This design comes from an exercise in tuning for small area, a short achievable clock period and few clock cycles per item on the open sky130 flow, not from production work. In this exercise RTL edits were held to simulation tests only and were not proved equivalent to the original.

the reference run:
==> flow/design.v (excerpt) <==
module Cfu (
    input               cmd_valid,
    output              cmd_ready,
    input      [9:0]    cmd_payload_function_id,
    input      [31:0]   cmd_payload_inputs_0,
    input      [31:0]   cmd_payload_inputs_1,
    output              rsp_valid,
    input               rsp_ready,
    output     [31:0]   rsp_payload_outputs_0,
    input               reset,
    input               clk
);
Size in the first run: roughly 9600 cells after synthesis, ~960 flip-flops, about 110 I/O pins, about 97000 µm² of cells after synthesis.
clock: 15.0 ns
lec_check: 0
cap_margin: 20
core_margin: 2
core_utilization: 40
place_density: 0.5
slew_margin: 20
standard.sh (not shown) runs the stock make flow with config.mk's settings and CLKGATE_MAP_FILE= SYNTH_SCRIPT=/design/flow/synth_recipe.tcl, a recipe that flattens the netlist after the stock synthesis.
==> flow/flow/run.sh <==
#!/bin/bash
set -euo pipefail
sed 's/yosys synth -nofsm -noshare {\*}\$args/yosys synth -nofsm -noshare -noabc {*}$args/' \
    synth_recipe.tcl > nabc_synth.tcl
grep -q -- '-noabc' nabc_synth.tcl
bash standard.sh SYNTH_SCRIPT="$PWD/nabc_synth.tcl" synth > synth.log 2>&1
bash standard.sh SYNTH_SCRIPT="$PWD/nabc_synth.tcl" SETUP_SLACK_MARGIN=10 finish > layout.log 2>&1
Testbench counts of the reference run, summed over its fixed seeds: cycles 6,824, items 3,342.
Input-level comparison between the trial run and the reference run:
--- a/flow/design.v
+++ b/flow/design.v
@@ -6,15 +6,15 @@
     input      [31:0]   cmd_payload_inputs_1,
     output              rsp_valid,
     input               rsp_ready,
     output     [31:0]   rsp_payload_outputs_0,
     input               reset,
     input               clk
 );
-    localparam [4:0] LQ = 5'd4, LE = 5'd10, LR = 5'd19;
+    localparam [4:0] LQ = 5'd4, LE = 5'd10, LR = 5'd20;
     localparam [37:0] C32 = 38'hF0F0F0F0;
     reg        a_v;
     reg [31:0] a_a, a_b;
     reg        a_f0, a_f1, a_f10, a_f11, a_f12, a_f13;
     wire [6:0] fin = cmd_payload_function_id[9:3];
     wire       n_f0 = fin == 7'd0, n_f1 = fin == 7'd1, n_f10 = fin == 7'd10;
     wire       n_f11 = fin == 7'd11, n_f12 = fin == 7'd12, n_f13 = fin == 7'd13;
@@ -4288,43 +4288,42 @@
     end
     reg        pr_v;
     reg [1:0]  pr_op;
     reg [42:0] pr_V;
     reg [31:0] pr_T;
     always @(posedge clk) begin
         if (reset) pr_v <= 1'b0;
-        else pr_v <= r2_v & r2_last & (r2_op != 2'd2);
+        else pr_v <= r2_v & r2_last;
         pr_op <= r2_op;
         pr_V <= V[73:31];
         pr_T <= r2_T;
     end
     wire [47:0] x5s = ~{5'b0, pr_V[42:0]};
     wire [47:0] esum = {pr_T, 16'b0} + (x5s << 1) + (x5s << 5) + (x5s << 9) + 48'h10221;
     wire [31:0] mh = pr_T[6] ? 32'h7FFFFFFF : pr_V[31:0];
     wire [5:0]  rsa = pr_T[5:0];
     wire [4:0]  rsm = rsa[5] ? 5'd31 : rsa[4:0];
     wire [4:0]  rb = rsa[5] ? 5'd31 : rsa[4:0] - 5'd1;    
     wire [31:0] lowm = (32'h1 << rb) - 32'h1;    
     wire        qround = (rsa != 6'd0) & mh[rb] & (~mh[31] | (|(mh & lowm)));
     wire [31:0] qsh = $signed(mh) >>> rsm;
-    wire       rec_done = r2_v & r2_last & (r2_op == 2'd2);
     reg        lr_v, lr_dec, lr_inc;
     reg [31:0] lr;
     always @(posedge clk) begin
         if (reset) begin
             lr_v <= 1'b0;
             cv <= 1'b0;
         end else begin
-            lr_v <= pr_v | rec_done;
-            cv <= pr_v | rec_done | (disp & a_simple);
+            lr_v <= pr_v;
+            cv <= pr_v | (disp & a_simple);
         end
-        lr_dec <= ~rec_done & pr_op == 2'd0 & esum[47];
-        lr_inc <= ~rec_done & pr_op == 2'd1 & qround;
-        lr <= rec_done ? {V[64], V[62:32]} :
-              (pr_op == 2'd0) ? esum[47:16] : qsh;
+        lr_dec <= pr_op == 2'd0 & esum[47];
+        lr_inc <= pr_op == 2'd1 & qround;
+        lr <= (pr_op == 2'd0) ? esum[47:16] :
+              (pr_op == 2'd1) ? qsh : {pr_V[33], pr_V[31:1]};
     end
     reg [3:0]  wp, rp;
     reg [31:0] e0, e1, e2, e3;
     wire [31:0] R = ({32{wp[1]}} & e0) | ({32{wp[2]}} & e1) |
                     ({32{wp[3]}} & e2) | ({32{wp[0]}} & e3);
     wire [31:0] cS, cC;
 wire ct_1 = R[0] ^ s_p0[0];
==> comparison <==
- Looking at critical-path cell with the highest stage delay, the fa_1 result is from the trial run; the fa_2 one comes from the reference run.
- Comparing the two runs side by side, the trial run comes out behind the reference run on via count of the routed design.
- The final layout from the trial run, which completed every stage, passed the timing, design-rule and antenna checks at the end of the flow.
- Multiplexer fraction of the synthesized cell area ends up higher on the trial run.
- The worst setup path startpoint comes out wp[1]$_SDFFE_PP0P_ in one run and wp[0]$_SDFFE_PP1P_ in the other, namely in the reference run and the trial run respectively.
- Changes observed in the trial run relative to the reference run: count of distinct cell types in the synthesized netlist climbed 1.9%; inverter count of the layout excluding clock inverters dropped 6; total placed instance area climbed about 0.6%; wire length climbed about 1%.
- [the trial run vs the reference run] all-layer global routing usage: lower in the trial run
- Re fraction of area in registers: the reference run was higher than the trial run.
Testbench counts of the trial run, summed over its fixed seeds: cycles 6,876, items 3,342.

## static timing again, ports no longer ideal
How much do the figures lean on ideal ports? The routed layouts below were timed once more, with nothing changed but the port constraints.
Step 1 (the two cells are an assumption about what drives the block):
set clk [get_ports {clk}]
set_driving_cell -lib_cell sky130_fd_sc_hd__clkbuf_16 $clk
set_driving_cell -lib_cell sky130_fd_sc_hd__buf_2 [delete_from_list [all_inputs] $clk]
Step 2 moves the port delays by t, midway between the first and last clock arrival at a register: inputs arrive t later, outputs are due t later. That takes back most of the time a late clock gives input paths.
a / b / c = ideal ports / drivers / drivers and shift; a / b = the first two.
| run | t, ns | setup slack, ns | clock arrival spread, ns | worst slew at a driven data input, ns |
|---|---|---|---|---|
| the reference run | 0.860 | 9.781 / 9.781 / 9.353 | 0.072 / 0.072 | 0.05 |
| the trial run | 0.899 | 9.927 / 9.927 / 9.315 | 0.088 / 0.089 | 0.04 |
After both steps every run listed still meets setup and hold. For the trial run, which loses most, drivers alone change the setup slack by 0.000 ns; drivers and shift together by -0.612 ns.
